This is an optimization exercise on Yosys and OpenROAD, whose aim is small area, a short achievable clock period and few clock cycles, not a production implementation.
At most, simulation tests tie the RTL to the original design; equivalence was not proved.
Power figures rest on the tool's default switching activity, not on a simulated workload.

Design TopLevel, start of the top module:
module TopLevel(reset, clock, imem_addr, imem_rdata, dmem_addr, dmem_we, dmem_be, dmem_wdata, dmem_rdata, rf_we, rf_waddr, rf_wdata, halt);
    input clock, reset;
    output [31:0] imem_addr;
    input [31:0] imem_rdata;
    output [31:0] dmem_addr;
    output dmem_we;
    output [3:0] dmem_be;
    output [31:0] dmem_wdata;
    input [31:0] dmem_rdata;
    output rf_we;
    output [4:0] rf_waddr;
    output [31:0] rf_wdata;
    output reg halt;
    reg [31:2] pc;           
    reg [31:0] ir;           
    reg        ir_v;         
    reg [31:0] m_res;        
    reg [3:0]  m_be;
    reg        m_st;
    reg        m_ld;
    reg [2:0]  m_lt;         
    reg        m_we;
    reg [4:0]  m_rd;
    reg [31:0] w_data;
    reg        w_we;
    reg [4:0]  w_rd;
    reg [31:0] hi, lo, md;   
    reg        hi_v, lo_v;   
    reg        hi_neg, lo_neg;   
    assign imem_addr = {pc, 2'b00};
    assign dmem_addr = m_res;
    assign dmem_wdata = md;
    assign dmem_be = m_be;
    assign dmem_we = m_st;
    assign rf_we = w_we;
    assign rf_waddr = w_rd;
    assign rf_wdata = w_data;
    wire [31:2] pc_i;
    wire [31:0] m_res_i, md_i, w_data_i;
    wire [4:0]  w_rd_i;
    wire        w_we_i;
    Iso #(30) iso_pc(pc, pc_i);
    Iso #(32) iso_mres(m_res, m_res_i);
    Iso #(32) iso_md(md, md_i);
    Iso #(32) iso_wdata(w_data, w_data_i);
    Iso #(5)  iso_wrd(w_rd, w_rd_i);
    Iso #(1)  iso_wwe(w_we, w_we_i);
    wire [5:0] op = ir[31:26];
    wire [5:0] fn = ir[5:0];
    wire [4:0] rs = ir[25:21];
    wire [4:0] rt = ir[20:16];
    wire [4:0] rd = ir[15:11];
    wire [4:0] sa = ir[10:6];
  ...
Size in the first run: ~4500 cells after synthesis, ~210 I/O pins, about 0.063 mm^2 of cells after synthesis.
==> module MduPath, before the edit <==
module MduPath(hi, lo, md, sum, div, sgn, dneg, mul_last, x_hi, x_lo, mul_s, dst, sk4, sk8, fix, hi_n, lo_n);
    input [31:0] hi, lo, md, sum;
    input div, sgn, dneg, mul_last;
    input x_hi, x_lo;            
    input mul_s, dst, sk4, sk8;  
    input fix;                   
    output [31:0] hi_n, lo_n;
    wire [32:0] x1n, y1n;
    wire [33:0] s1;
    wire y_t = div ? dneg : lo[0];     
    wire y_f = div & ~dneg;            
    genvar i;
    generate
        for (i = 0; i < 32; i = i + 1) begin : R1
            if (i == 0) begin : B0
                C_MUX2I mx(hi[0], lo[31], div, x1n[0]);
            end else begin : BN
                C_MUX2I mx(hi[i], hi[i-1], div, x1n[i]);
            end
            C_MUX2I my(y_f, y_t, md[i], y1n[i]);
        end
    endgenerate
    assign x1n[32] = ~(hi[31] & (div | sgn));
    assign y1n[32] = ~(div | (lo[0] & sgn & md[31]));
    FastAdd33N row1(x1n, y1n, ~y_f, s1);
    wire q1 = s1[33];          
    wire [31:0] r1;            
    wire [31:0] xd;            
    wire [32:0] x2n, y2n;
    wire [33:0] s2;
    wire z_t = div ? dneg : (lo[1] & ~mul_last);
    wire z_f = div ? ~dneg : (lo[1] & mul_last);
    generate
        for (i = 0; i < 32; i = i + 1) begin : R2
            if (i == 0) begin : B0
                C_MUX2 mr(lo[31], s1[0], q1, r1[0]);
                assign xd[0] = lo[30];
            end else begin : BN
                C_MUX2 mr(hi[i-1], s1[i], q1, r1[i]);
                assign xd[i] = r1[i-1];
            end
            C_MUX2I mx(s1[i+1], xd[i], div, x2n[i]);
            C_MUX2I my(z_f, z_t, md[i], y2n[i]);
        end
    endgenerate
    assign x2n[32] = ~(div ? r1[31] : (sgn & s1[32]));
    assign y2n[32] = ~(div | ((sgn & md[31]) ? z_t : z_f));
    FastAdd33N row2(x2n, y2n, ~z_f, s2);
    wire q2 = s2[33];
    wire [31:0] hi16 = {{16{sgn & hi[31]}}, hi[31:16]};
    wire [31:0] lo16 = {hi[15:0], lo[31:16]};
    wire acc = dst & q2;
    wire rej = dst & ~q2;
    generate
        for (i = 0; i < 32; i = i + 1) begin : H
            wire t0, t1;
            C_AOI222 g0(mul_s, s2[i+1], acc, s2[i], rej, xd[i], t0);
            C_AOI22 g1(x_hi, sum[i], fix, hi16[i], t1);
            C_NAND2 g2(t0, t1, hi_n[i]);
        end
    endgenerate
    wire [31:0] lo_m = {s2[0], s1[0], lo[31:2]};
    wire [31:0] lo_d = {lo[29:0], q1, q2};
    generate
        for (i = 0; i < 32; i = i + 1) begin : L
            wire t0, t1, t2;
            C_AOI222 g0(mul_s, lo_m[i], dst, lo_d[i], x_lo, sum[i], t0);
            wire t3;
            C_NAND2 g4(fix, lo16[i], t3);
            if (i >= 8) begin : S8
                C_NAND2 g1(sk4, lo[i-4], t1);
                C_NAND2 g2(sk8, lo[i-8], t2);
                C_NAND4 g3(t0, t1, t2, t3, lo_n[i]);
            end else if (i >= 4) begin : S4
                C_NAND2 g1(sk4, lo[i-4], t1);
                C_NAND3 g3(t0, t1, t3, lo_n[i]);
            end else begin : Z
                C_NAND2 g3(t0, t3, lo_n[i]);
            end
        end
    endgenerate
endmodule
==> module LoadAlign, before the edit <==
module LoadAlign(dw, res, s0, s1, s2, s3, t0, t2, u0, sr, eb0, eb1, eb2, eb3, eh0, eh1, y);
    input [31:0] dw, res;
    input s0, s1, s2, s3, t0, t2, u0, sr, eb0, eb1, eb2, eb3, eh0, eh1;
    output [31:0] y;
    wire nb0, nb1, nh0, nh1, ext_b_n, ext_n;
    C_AOI22 gb0(eb0, dw[7], eb1, dw[15], nb0);
    C_AOI22 gb1(eb2, dw[23], eb3, dw[31], nb1);
    assign ext_b_n = nb0 & nb1;
    C_AOI22 gh0(eb0, dw[7], eb1 | eh0, dw[15], nh0);
    C_AOI22 gh1(eb2, dw[23], eb3 | eh1, dw[31], nh1);
    assign ext_n = nh0 & nh1;
    genvar i;
    generate
        for (i = 0; i < 32; i = i + 1) begin : BIT
            wire n0, n1;
            if (i < 8) begin : B
                C_AOI222 g0(s0, dw[i], s1, dw[i+8], s2, dw[i+16], n0);
                C_AOI22 g1(s3, dw[i+24], sr, res[i], n1);
                C_NAND2 g2(n0, n1, y[i]);
            end else if (i < 16) begin : H
                C_AOI22 g0(t0, dw[i], t2, dw[i+16], n0);
                C_AOI22 g1(sr, res[i], 1'b0, 1'b0, n1);
                C_NAND3 g2(n0, n1, ext_b_n, y[i]);
            end else begin : W
                C_AOI22 g0(u0, dw[i], sr, res[i], n0);
                C_NAND2 g2(n0, ext_n, y[i]);
            end
        end
    endgenerate
endmodule
==> module Ao35, before the edit <==
module Ao35(s, d, y);
    input [34:0] s, d;
    output y;
    wire [11:0] t;
    wire n0, n1, n2;
    genvar i;
    generate
        for (i = 0; i < 11; i = i + 1) begin : G
            C_AOI222 g(s[3*i], d[3*i], s[3*i+1], d[3*i+1], s[3*i+2], d[3*i+2], t[i]);
        end
    endgenerate
    C_AOI22 g11(s[33], d[33], s[34], d[34], t[11]);
    C_NAND4 h0(t[0], t[1], t[2], t[3], n0);
    C_NAND4 h1(t[4], t[5], t[6], t[7], n1);
    C_NAND4 h2(t[8], t[9], t[10], t[11], n2);
    C_OR3 o(n0, n1, n2, y);
endmodule
Settings: LEC_CHECK=0, CAP_MARGIN=20, CELL_PAD_IN_SITES_DETAIL_PLACEMENT=1, CELL_PAD_IN_SITES_GLOBAL_PLACEMENT=1, CORE_MARGIN=2, CORE_UTILIZATION=35, CTS_BUF_LIST=sky130_fd_sc_hd__clkbuf_16, CTS_CLUSTER_DIAMETER=100, CTS_CLUSTER_SIZE=22, PLACE_DENSITY=0.45, SLEW_MARGIN=20, SYNTH_HIERARCHICAL=1; clock period 115.0 ns.
standard.sh (not shown) runs the stock make flow with config.mk's settings and CLKGATE_MAP_FILE= SYNTH_SCRIPT=/design/flow/synth_recipe.tcl, a recipe that flattens the netlist after the stock synthesis.
==> flow/flow/run.sh <==
#!/bin/bash
# The standard layout (the standard.sh, unchanged), with the port buffers
# that placement inserts taken as sky130_fd_sc_hd__buf_2 instead of the
# default delay buffer. ORFS's full output goes to flow_make.log here, and
# each step's log to orfs/logs/.
set -euo pipefail
export BUFFER_PORTS_ARGS="-buffer_cell sky130_fd_sc_hd__buf_2"
bash standard.sh > flow_make.log 2>&1
The first run finished with timing, DRC and antenna clean.
Testbench counts at the start, summed over its fixed seeds: cycles 1,329,352.
Rerun with:
--- a/flow/design.v
+++ b/flow/design.v
@@ -311,8 +311,9 @@
     assign x1n[32] = ~(hi[31] & (div | sgn));
     assign y1n[32] = ~(div | (lo[0] & sgn & md[31]));
     FastAdd33N row1(x1n, y1n, ~y_f, s1);
     wire q1 = s1[33];          
+    wire q1n = ~q1;
     wire [31:0] r1;            
     wire [31:0] xd;            
     wire [32:0] x2n, y2n;
     wire [33:0] s2;
@@ -320,12 +321,12 @@
     wire z_f = div ? ~dneg : (lo[1] & mul_last);
     generate
         for (i = 0; i < 32; i = i + 1) begin : R2
             if (i == 0) begin : B0
-                C_MUX2 mr(lo[31], s1[0], q1, r1[0]);
+                C_MUX2N mr(lo[31], s1[0], q1, q1n, r1[0]);
                 assign xd[0] = lo[30];
             end else begin : BN
-                C_MUX2 mr(hi[i-1], s1[i], q1, r1[i]);
+                C_MUX2N mr(hi[i-1], s1[i], q1, q1n, r1[i]);
                 assign xd[i] = r1[i-1];
             end
             C_MUX2I mx(s1[i+1], xd[i], div, x2n[i]);
             C_MUX2I my(z_f, z_t, md[i], y2n[i]);
@@ -342,10 +343,12 @@
     generate
         for (i = 0; i < 32; i = i + 1) begin : H
             wire t0, t1;
             C_AOI222 g0(mul_s, s2[i+1], acc, s2[i], rej, xd[i], t0);
-            C_AOI22 g1(x_hi, sum[i], fix, hi16[i], t1);
-            C_NAND2 g2(t0, t1, hi_n[i]);
+            wire t2;
+            C_NAND2 g1(x_hi, sum[i], t1);
+            C_NAND2 g3(fix, hi16[i], t2);
+            C_NAND3 g2(t0, t1, t2, hi_n[i]);
         end
     endgenerate
     wire [31:0] lo_m = {s2[0], s1[0], lo[31:2]};
     wire [31:0] lo_d = {lo[29:0], q1, q2};
@@ -407,18 +410,23 @@
     generate
         for (i = 0; i < 32; i = i + 1) begin : BIT
             wire n0, n1;
             if (i < 8) begin : B
+                wire n2;
                 C_AOI222 g0(s0, dw[i], s1, dw[i+8], s2, dw[i+16], n0);
-                C_AOI22 g1(s3, dw[i+24], sr, res[i], n1);
-                C_NAND2 g2(n0, n1, y[i]);
+                C_NAND2 g1(s3, dw[i+24], n1);
+                C_NAND2 g3(sr, res[i], n2);
+                C_NAND3 g2(n0, n1, n2, y[i]);
             end else if (i < 16) begin : H
-                C_AOI22 g0(t0, dw[i], t2, dw[i+16], n0);
-                C_AOI22 g1(sr, res[i], 1'b0, 1'b0, n1);
-                C_NAND3 g2(n0, n1, ext_b_n, y[i]);
+                wire n2;
+                C_NAND2 g0(t0, dw[i], n0);
+                C_NAND2 g1(t2, dw[i+16], n1);
+                C_NAND2 g3(sr, res[i], n2);
+                C_NAND4 g2(n0, n1, n2, ext_b_n, y[i]);
             end else begin : W
-                C_AOI22 g0(u0, dw[i], sr, res[i], n0);
-                C_NAND2 g2(n0, ext_n, y[i]);
+                C_NAND2 g0(u0, dw[i], n0);
+                C_NAND2 g1(sr, res[i], n1);
+                C_NAND3 g2(n0, n1, ext_n, y[i]);
             end
         end
     endgenerate
 endmodule
@@ -462,13 +470,13 @@
         for (i = 0; i < 11; i = i + 1) begin : G
             C_AOI222 g(s[3*i], d[3*i], s[3*i+1], d[3*i+1], s[3*i+2], d[3*i+2], t[i]);
         end
     endgenerate
-    C_AOI22 g11(s[33], d[33], s[34], d[34], t[11]);
+    C_AO22 g11(s[33], d[33], s[34], d[34], t[11]);
     C_NAND4 h0(t[0], t[1], t[2], t[3], n0);
     C_NAND4 h1(t[4], t[5], t[6], t[7], n1);
-    C_NAND4 h2(t[8], t[9], t[10], t[11], n2);
-    C_OR3 o(n0, n1, n2, y);
+    C_NAND3 h2(t[8], t[9], t[10], n2);
+    C_OR4 o(n0, n1, n2, t[11], y);
 endmodule
 module Ao33(s, d, y);
     input [32:0] s, d;
     output y;
@@ -683,4 +691,22 @@
     input a;
     output y;
     assign y = ~a;
 endmodule
+module C_MUX2N(a0, a1, s, sn, y);
+    input a0, a1, s, sn;
+    output y;
+    wire t0, t1;
+    C_NAND2 g0(a0, sn, t0);
+    C_NAND2 g1(a1, s, t1);
+    C_NAND2 g2(t0, t1, y);
+endmodule
+module C_AO22(a0, b0, a1, b1, y);
+    input a0, b0, a1, b1;
+    output y;
+    assign y = (a0 & b0) | (a1 & b1);
+endmodule
+module C_OR4(a, b, c, d, y);
+    input a, b, c, d;
+    output y;
+    assign y = a | b | c | d;
+endmodule
What happened:
- hold slack degrades by 0.014 ns
- global-route usage rises by 3.7 points
- via count rises by about 5.5%
- cell area falls by 0.71%
- worst setup slack degrades by 0.38 ns
- routed wire length rises by 11%
- power falls by about 0.45%
- sequential power falls by about 1%
- utilization rises by 0.15 points
- sequential share of layout area rises by 0.36 points
- clock power falls by about 1%
- flip-flop and latch count is unchanged
- synthesized cell count rises by about 3%
Only the layout flow was run in the second run of this note; the RTL was not checked for function there.

port drivers added, routing unchanged:
Ports are ideal in the flow. The routed layouts listed here were re-timed in OpenROAD. Step 1 (the two cells are an assumption about what drives the block):
set clk [get_ports {clock}]
set_driving_cell -lib_cell sky130_fd_sc_hd__clkbuf_16 $clk
set_driving_cell -lib_cell sky130_fd_sc_hd__buf_2 [delete_from_list [all_inputs] $clk]
Step 2 times the ports against the registers' clock, not the clock port: input delays grow and output delays shrink by t, the midpoint of the rising clock arrivals with the driver on. a / b / c = no drivers / after step 1 / after step 2; a / b = the first two.
run	t, ns	setup WS [ns]	pins driven straight from the clock port
the first run	0.807	90.458 / 90.380 / 90.556	1
the second run	0.833	90.075 / 89.986 / 90.048	1
After both steps every run listed still meets setup and hold. For the second run, which loses most, drivers alone change the setup slack by -0.089 ns; drivers and shift together by -0.027 ns.
